Context: an optimization exercise on an open-source flow, tuned for small area, a short achievable clock period and few clock cycles. The choices shown serve that exercise and are no tape-out recipe. In this exercise RTL edits were held to simulation tests only and were not proved equivalent to the original.

### config.mk
export PLATFORM = sky130hd
export DESIGN_NAME = viterbi_top
export DESIGN_NICKNAME = viterbi_top
export VERILOG_FILES = /design/flow/design.v
export SDC_FILE = /design/flow/constraint.sdc
export NUM_CORES = 4
export LEC_CHECK = 0
export CAP_MARGIN = 20
export CORE_MARGIN = 2
export CORE_UTILIZATION = 40
export SLEW_MARGIN = 20
### constraint.sdc
create_clock -name core_clock -period 12.0 [get_ports {clk}]
set_input_delay 2.4000 -clock core_clock [delete_from_list [all_inputs] [get_ports {clk}]]
set_output_delay 2.4000 -clock core_clock [all_outputs]
set_load 0.01 [all_outputs]
### design.v
`timescale 1ns/1ps
module viterbi_top #(
    parameter N = 8,    
    parameter I = 3,    
    parameter K = 3,    
    parameter W = 16    
)(
    input                      clk,
    input                      rst_n,
    input                      start,
    input  [2:0]               length,
    input  [1:0]               obs_in,
    input                      obs_valid,
    input  signed [W-1:0]      logA_0,  logA_1,  logA_2,
    input  signed [W-1:0]      logA_3,  logA_4,  logA_5,
    input  signed [W-1:0]      logA_6,  logA_7,  logA_8,
    input  signed [W-1:0]      logC_0,  logC_1,  logC_2,
    input  signed [W-1:0]      logB_0,  logB_1,  logB_2,
    input  signed [W-1:0]      logB_3,  logB_4,  logB_5,
    input  signed [W-1:0]      logB_6,  logB_7,  logB_8,
    output reg [1:0]           path_0,
    output reg [1:0]           path_1,
    output reg [1:0]           path_2,
    output reg [1:0]           path_3,
    output reg [1:0]           path_4,
    output reg [1:0]           path_5,
    output reg [1:0]           path_6,
    output reg [1:0]           path_7,
    output reg                 done
);
  localparam IDLE = 2'd0, FORWARD = 2'd1, BACKWARD = 2'd2, DONE = 2'd3;
  reg [1:0] state;
  reg [3:0] t;                    
  reg [2:0] back_t;               
  reg signed [W-1:0] delta_0, delta_1, delta_2;
  reg [1:0] psi_1_0, psi_1_1, psi_1_2;  
  reg [1:0] psi_2_0, psi_2_1, psi_2_2;  
  reg [1:0] psi_3_0, psi_3_1, psi_3_2;  
  reg [1:0] psi_4_0, psi_4_1, psi_4_2;  
  reg [1:0] psi_5_0, psi_5_1, psi_5_2;  
  reg [1:0] psi_6_0, psi_6_1, psi_6_2;  
  reg [1:0] psi_7_0, psi_7_1, psi_7_2;  
  always @(posedge clk or negedge rst_n) begin
    if (!rst_n) begin
      state <= IDLE;
      done <= 0;
      t <= 0;
      back_t <= 0;
      delta_0 <= 0;
      delta_1 <= 0;
      delta_2 <= 0;
      path_0 <= 0; path_1 <= 0; path_2 <= 0; path_3 <= 0;
      path_4 <= 0; path_5 <= 0; path_6 <= 0; path_7 <= 0;
      psi_1_0 <= 0; psi_1_1 <= 0; psi_1_2 <= 0;
      psi_2_0 <= 0; psi_2_1 <= 0; psi_2_2 <= 0;
      psi_3_0 <= 0; psi_3_1 <= 0; psi_3_2 <= 0;
      psi_4_0 <= 0; psi_4_1 <= 0; psi_4_2 <= 0;
      psi_5_0 <= 0; psi_5_1 <= 0; psi_5_2 <= 0;
      psi_6_0 <= 0; psi_6_1 <= 0; psi_6_2 <= 0;
      psi_7_0 <= 0; psi_7_1 <= 0; psi_7_2 <= 0;
    end else begin
      case (state)
        IDLE: begin
          done <= 0;
          if (start) begin
            case (obs_in)
              2'd0: begin
                delta_0 <= logC_0 + logB_0;   
                delta_1 <= logC_1 + logB_3;   
                delta_2 <= logC_2 + logB_6;   
              end
              2'd1: begin
                delta_0 <= logC_0 + logB_1;   
                delta_1 <= logC_1 + logB_4;   
                delta_2 <= logC_2 + logB_7;   
              end
              2'd2: begin
                delta_0 <= logC_0 + logB_2;   
                delta_1 <= logC_1 + logB_5;   
                delta_2 <= logC_2 + logB_8;   
              end
              default: begin
                delta_0 <= logC_0 + logB_0;
                delta_1 <= logC_1 + logB_3;
                delta_2 <= logC_2 + logB_6;
              end
            endcase
            t <= 1;
            state <= FORWARD;
          end
        end
        FORWARD: begin
          if (t >= ((length == 3'd0) ? 4'd8 : {1'b0, length})) begin
            if (delta_0 >= delta_1 && delta_0 >= delta_2) begin
              case (length)
                3'd1: path_0 <= 0;
                3'd2: path_1 <= 0;
                3'd3: path_2 <= 0;
                3'd4: path_3 <= 0;
                3'd5: path_4 <= 0;
                3'd6: path_5 <= 0;
                3'd7: path_6 <= 0;
                default: path_7 <= 0;
              endcase
            end else if (delta_1 >= delta_2) begin
              case (length)
                3'd1: path_0 <= 1;
                3'd2: path_1 <= 1;
                3'd3: path_2 <= 1;
                3'd4: path_3 <= 1;
                3'd5: path_4 <= 1;
                3'd6: path_5 <= 1;
                3'd7: path_6 <= 1;
                default: path_7 <= 1;
              endcase
            end else begin
              case (length)
                3'd1: path_0 <= 2;
                3'd2: path_1 <= 2;
                3'd3: path_2 <= 2;
                3'd4: path_3 <= 2;
                3'd5: path_4 <= 2;
                3'd6: path_5 <= 2;
                3'd7: path_6 <= 2;
                default: path_7 <= 2;
              endcase
            end
            back_t <= length - 1;
            state <= BACKWARD;
          end else if (obs_valid) begin
            reg signed [W-1:0] new_delta_0, new_delta_1, new_delta_2;
            reg [1:0] new_psi_0, new_psi_1, new_psi_2;
            reg signed [W-1:0] emission_0, emission_1, emission_2;
            case (obs_in)
              2'd0: begin
                emission_0 = logB_0; emission_1 = logB_3; emission_2 = logB_6;
              end
              2'd1: begin
                emission_0 = logB_1; emission_1 = logB_4; emission_2 = logB_7;
              end
              2'd2: begin
                emission_0 = logB_2; emission_1 = logB_5; emission_2 = logB_8;
              end
              default: begin
                emission_0 = logB_0; emission_1 = logB_3; emission_2 = logB_6;
              end
            endcase
            new_delta_0 = delta_0 + logA_0;  
            new_psi_0 = 0;
            if (delta_1 + logA_3 > new_delta_0) begin  
              new_delta_0 = delta_1 + logA_3;
              new_psi_0 = 1;
            end
            if (delta_2 + logA_6 > new_delta_0) begin  
              new_delta_0 = delta_2 + logA_6;
              new_psi_0 = 2;
            end
            new_delta_0 = new_delta_0 + emission_0;
            new_delta_1 = delta_0 + logA_1;  
            new_psi_1 = 0;
            if (delta_1 + logA_4 > new_delta_1) begin  
              new_delta_1 = delta_1 + logA_4;
              new_psi_1 = 1;
            end
            if (delta_2 + logA_7 > new_delta_1) begin  
              new_delta_1 = delta_2 + logA_7;
              new_psi_1 = 2;
            end
            new_delta_1 = new_delta_1 + emission_1;
            new_delta_2 = delta_0 + logA_2;  
            new_psi_2 = 0;
            if (delta_1 + logA_5 > new_delta_2) begin  
              new_delta_2 = delta_1 + logA_5;
              new_psi_2 = 1;
            end
            if (delta_2 + logA_8 > new_delta_2) begin  
              new_delta_2 = delta_2 + logA_8;
              new_psi_2 = 2;
            end
            new_delta_2 = new_delta_2 + emission_2;
            delta_0 <= new_delta_0;
            delta_1 <= new_delta_1;
            delta_2 <= new_delta_2;
            case (t)
              3'd1: begin
                psi_1_0 <= new_psi_0; psi_1_1 <= new_psi_1; psi_1_2 <= new_psi_2;
              end
              3'd2: begin
                psi_2_0 <= new_psi_0; psi_2_1 <= new_psi_1; psi_2_2 <= new_psi_2;
              end
              3'd3: begin
                psi_3_0 <= new_psi_0; psi_3_1 <= new_psi_1; psi_3_2 <= new_psi_2;
              end
              3'd4: begin
                psi_4_0 <= new_psi_0; psi_4_1 <= new_psi_1; psi_4_2 <= new_psi_2;
              end
              3'd5: begin
                psi_5_0 <= new_psi_0; psi_5_1 <= new_psi_1; psi_5_2 <= new_psi_2;
              end
              3'd6: begin
                psi_6_0 <= new_psi_0; psi_6_1 <= new_psi_1; psi_6_2 <= new_psi_2;
              end
              3'd7: begin
                psi_7_0 <= new_psi_0; psi_7_1 <= new_psi_1; psi_7_2 <= new_psi_2;
              end
            endcase
            t <= t + 1;
          end
        end
        BACKWARD: begin
          if (back_t == 0) begin
            state <= DONE;
            done <= 1;
          end else begin
            case (back_t)
              3'd1: begin
                case (path_1)
                  2'd0: path_0 <= psi_1_0;
                  2'd1: path_0 <= psi_1_1;
                  2'd2: path_0 <= psi_1_2;
                  default: path_0 <= 0;
                endcase
              end
              3'd2: begin
                case (path_2)
                  2'd0: path_1 <= psi_2_0;
                  2'd1: path_1 <= psi_2_1;
                  2'd2: path_1 <= psi_2_2;
                  default: path_1 <= 0;
                endcase
              end
              3'd3: begin
                case (path_3)
                  2'd0: path_2 <= psi_3_0;
                  2'd1: path_2 <= psi_3_1;
                  2'd2: path_2 <= psi_3_2;
                  default: path_2 <= 0;
                endcase
              end
              3'd4: begin
                case (path_4)
                  2'd0: path_3 <= psi_4_0;
                  2'd1: path_3 <= psi_4_1;
                  2'd2: path_3 <= psi_4_2;
                  default: path_3 <= 0;
                endcase
              end
              3'd5: begin
                case (path_5)
                  2'd0: path_4 <= psi_5_0;
                  2'd1: path_4 <= psi_5_1;
                  2'd2: path_4 <= psi_5_2;
                  default: path_4 <= 0;
                endcase
              end
              3'd6: begin
                case (path_6)
                  2'd0: path_5 <= psi_6_0;
                  2'd1: path_5 <= psi_6_1;
                  2'd2: path_5 <= psi_6_2;
                  default: path_5 <= 0;
                endcase
              end
              3'd7: begin
                case (path_7)
                  2'd0: path_6 <= psi_7_0;
                  2'd1: path_6 <= psi_7_1;
                  2'd2: path_6 <= psi_7_2;
                  default: path_6 <= 0;
                endcase
              end
            endcase
            back_t <= back_t - 1;
          end
        end
        DONE: begin
          if (!start) begin
            state <= IDLE;
            t <= 0;
            back_t <= 0;
          end
        end
      endcase
    end
  end
endmodule
### run.sh
#!/bin/bash
# synth_recipe.tcl (not shown) runs the flow's synth.tcl, then flattens the netlist and writes it again
# the make line also repeats each setting of config.mk as NAME=value (left out here)
make -C /OpenROAD-flow-scripts/flow DESIGN_CONFIG=/design/flow/config.mk WORK_HOME=/design/flow/orfs CLKGATE_MAP_FILE= SYNTH_SCRIPT=/design/flow/synth_recipe.tcl finish
==> flow_metrics.py <==
metrics = {
    "setup_path": {
        "slowest_stage": "or4_1",
        "r2r_end": "delta_1[14]$_DFFE_PN0P_",
        "regToRegSetupSlack_ns": 2.36,
        "cp-end-kind": "flop",
        "crit_required_ns": 12.37,
        "worstRegToRegCells": 44,
        "max_stage_delay_ns": 0.49,
        "worstSetupStartpointType": "primary input",
        "crit_arrival_ns": 11.72,
        "critPathMaxFanout": 20,
        "r2r-start": "delta_0[0]$_DFFE_PN0P_",
        "path_class": "in2reg",
        "cp_common_cell": "a21o_1",
    },
    "sta": {
        "rsz0062_at_grt": "false",
        "hold_viol": 0,
        "setup_violations": 0,
        "finalMaxSlewViolations": 0,
        "timing.slew.headroom": 0.3146,
        "worstMarginPinSlew_ns": 1.028,
        "setup_tns_ns": 0,
        "period_needed_ns": 11.35,
        "finalCritPeriodShare": 0.9456,
        "finClkSkew_ns": 0.01710,
        "max_freq_mhz": 88.13,
        "holdWs_ns": 0.4762,
    },
    "yosys": {
        "yosysSeqAreaShare": 0.1501,
        "syn_avg_cell_area_sq_um": 7.931,
        "synth_seq_cells": 116,
        "syn-cell-area_sq_mm": 0.01934,
        "ys_types": 91,
        "synth_cells": 2439,
        "synthArstFlopShare": 1.000,
        "ys_warn_count": 1,
        "synth_edf_count": 0,
        "synth.net_count": 3142,
        "synthFlopType": "dfrtp_1",
    },
    "layout": {
        "fin_nets": 3480,
        "final_common_cell": "clkdlybuf4s50_1",
        "mostFrequentLayoutCells": "360 x clkdlybuf4s50_1, 343 x ha_1, 260 x nand2_1",
        "finalNonFillerCells": 3405,
        "area_delta_synth_final_pct": 25.36,
        "fin_area_sq_mm": 0.02425,
        "drive_above_1_share": 0.05163,
    },
    "clocking": {
        "clock_latency_ns": 0.44,
        "root_buffer": "clkbuf_16",
        "cts_buffer_depth": 2,
        "tritoncts_num_sinks": 116,
        "cts_buffers": 17,
        "cts_tree": "done",
        "clk_pin_slew_worst_paths_ns": 0.06,
        "htree_levels": 4,
    },
    "die": {
        "coreArea_sq_mm": 0.04775,
        "die-area_sq_mm": 0.05013,
        "chipHeight_um": 223.9,
        "boundaryPins": 362,
        "core.rowCount": 80,
        "start_util": 0.4051,
        "die_x_um": 223.9,
    },
    "worst_hold_path": {
        "hold_depth": 2,
        "hold_end": "psi_1_2[0]$_DFFE_PN0P_",
        "worstHoldStart": "psi_1_2[0]$_DFFE_PN0P_",
        "hp-class": "reg2reg",
    },
    "placed_design": {
        "gp_congestion": 0.9693,
        "port_buffers": 361,
        "placed_area_sq_mm": 0.02363,
        "hpwl_um": 64340,
        "dpl.cell_count": 3368,
    },
    "drt": {
        "drc": 0,
        "drt-total-wl_um": 77800,
        "wire_per_inst_um": 22.85,
        "viasPerCell": 5.825,
        "drt-initial-drc-count": 1415,
        "vias": 19835,
        "ant_nets": 0,
        "firstDrtPassIters": 5,
    },
    "global_routing": {
        "gr-usage-all-layers": 0.3050,
        "first_global_vias": 19651,
        "grt_pass1_wl_um": 115200,
        "grt.overflow.total": 0,
        "grt_antenna_before_repair": 2,
        "grt_start_max_net_pins": 94,
    },
    "job": {
        "maxCapViolations": 0,
    },
    "outcome": {
        "status": "timing/DRC/antenna clean",
    },
}
synthesized netlist by cell type (all sizes together), types with 45 or more instances:
| cell type | count | area (sq um) |
|---|---|---|
| nand2 | 260 | 975.9 |
| inv | 165 | 619.3 |
| a21o | 77 | 578.1 |
| nor3 | 45 | 236.5 |
| a22oi | 52 | 390.4 |
| nand3 | 58 | 290.3 |
| clkbuf | 58 | 217.7 |
| nor2 | 122 | 457.9 |
| a21oi | 169 | 849.6 |
| o21a | 50 | 375.4 |
| ha | 346 | 4329 |
| o21ai | 236 | 1200 |
| xor2 | 57 | 506.7 |
| dfrtp | 116 | 2903 |
| mux2i | 60 | 608.1 |
| xnor2 | 101 | 903.4 |
state kept, by name, summed over array words and instances, names as in the netlist, 3 cells and up:
| signal | cells |
|---|---|
| back_t | 3 |
| delta_0 | 16 |
| delta_1 | 16 |
| delta_2 | 16 |
| t | 4 |
repair_timing:
item / 4_1_cts / 5_1_grt
buffers inserted: 0 / 5
hold buffers: 0 / 0
setup endpoints to repair: 0 / 5
resized for setup: 0 / 7
how the worst max path moves through the flow:
| stage | endpoint | startpoint | slack, ns | cells after the start |
|---|---|---|---|---|
| after floorplan | delta_1[14]$_DFFE_PN0P_ | logA_4[0] | 1.06 | 46 |
| after global placement | delta_1[14]$_DFFE_PN0P_ | logA_4[0] | 0.33 | 48 |
| after detailed placement | delta_2[15]$_DFFE_PN0P_ | logA_2[0] | 0.20 | 42 |
| after CTS | delta_2[15]$_DFFE_PN0P_ | logA_2[0] | 0.61 | 42 |
| after global routing | delta_1[12]$_DFFE_PN0P_ | logA_4[0] | 0.02 | 48 |
| final | delta_1[14]$_DFFE_PN0P_ | logA_4[0] | 0.65 | 46 |
worst max-delay path, delay by kind of cell:
kind | cells | cell delay, ns
compound gates | 23 | 4.32
simple gates | 9 | 1.89
fa+ha+maj | 6 | 1.63
buf+inv | 5 | 0.92
mux | 2 | 0.32
xor+xnor | 1 | 0.22
cell type report:
| cell class | count | area [sq um] |
|---|---|---|
| fill | 4627 | 23500 |
| multi-input combinational | 2088 | 15580 |
| timing repair buffer | 389 | 3837 |
| sequential | 116 | 2903 |
| tap | 615 | 769.5 |
| inverter | 165 | 619.3 |
| clock buffer | 19 | 442.9 |
| clock inverter | 12 | 98.84 |
| antenna | 1 | 2.502 |
cell families (layout without fill, tap and decap cells):
family | Yosys count | in the layout | synth area share
flip-flops | 116 | 116 | 0.1501
AO/OA/AOI/OAI | 809 | 809 | 0.2768
AND/OR/NAND/NOR | 668 | 668 | 0.1644
other | 0 | 1 | 0
adder cells (fa/ha/maj) | 359 | 359 | 0.2368
multiplexers | 94 | 94 | 0.05162
buffers and inverters | 235 | 585 | 0.04735
XOR/XNOR | 158 | 158 | 0.07290
layer usage:
metal | routed length [um] | vias up | global-route usage | part of all wire
li1 | - | 9649 | - | -
met1 | 32530 | 9353 | 0.3726 | 0.42
met2 | 37060 | 682 | 0.5311 | 0.48
met3 | 4337 | 147 | 0.03909 | 0.056
met4 | 3843 | 4 | 0.1432 | 0.049
met5 | 26 | - | 0 | 0.00033
per-stage QoR:
| step | setup slack [ns] | utilization |
|---|---|---|
| final | 0.6533 | 0.5079 |
| after floorplan | 1.056 | - |
| after global placement | 0.3251 | 0.4949 |
| after detailed placement | 0.1971 | 0.4949 |
| after CTS | 0.6109 | 0.5063 |
| after global routing | 0.02082 | 0.5078 |
Testbench counts, summed over its fixed seeds: cycles 88,444.

==> static timing again, ports no longer ideal <==
The flow's constraints put no driver on any port. The routed layout listed below was extracted and timed again, unchanged, in two steps. Step 1 sets driving cells, clkbuf_16 on the clock port and buf_2 on the other inputs (assumed; they add their load-dependent delay and slew). Step 2 moves the port delays by t, midway between the first and last clock arrival at a register: inputs arrive t later, outputs are due t later. That takes back most of the time a late clock gives input paths. Slacks: ideal ports / drivers / drivers and shift; pairs: ideal ports / drivers.
t, ns: 0.497
setup WS [ns]: 0.653 / 0.684 / 0.187
worst setup path after step 2: input to register
After both steps setup and hold are still met in this run. For this run, drivers alone change the setup slack by +0.031 ns; drivers and shift together by -0.466 ns.
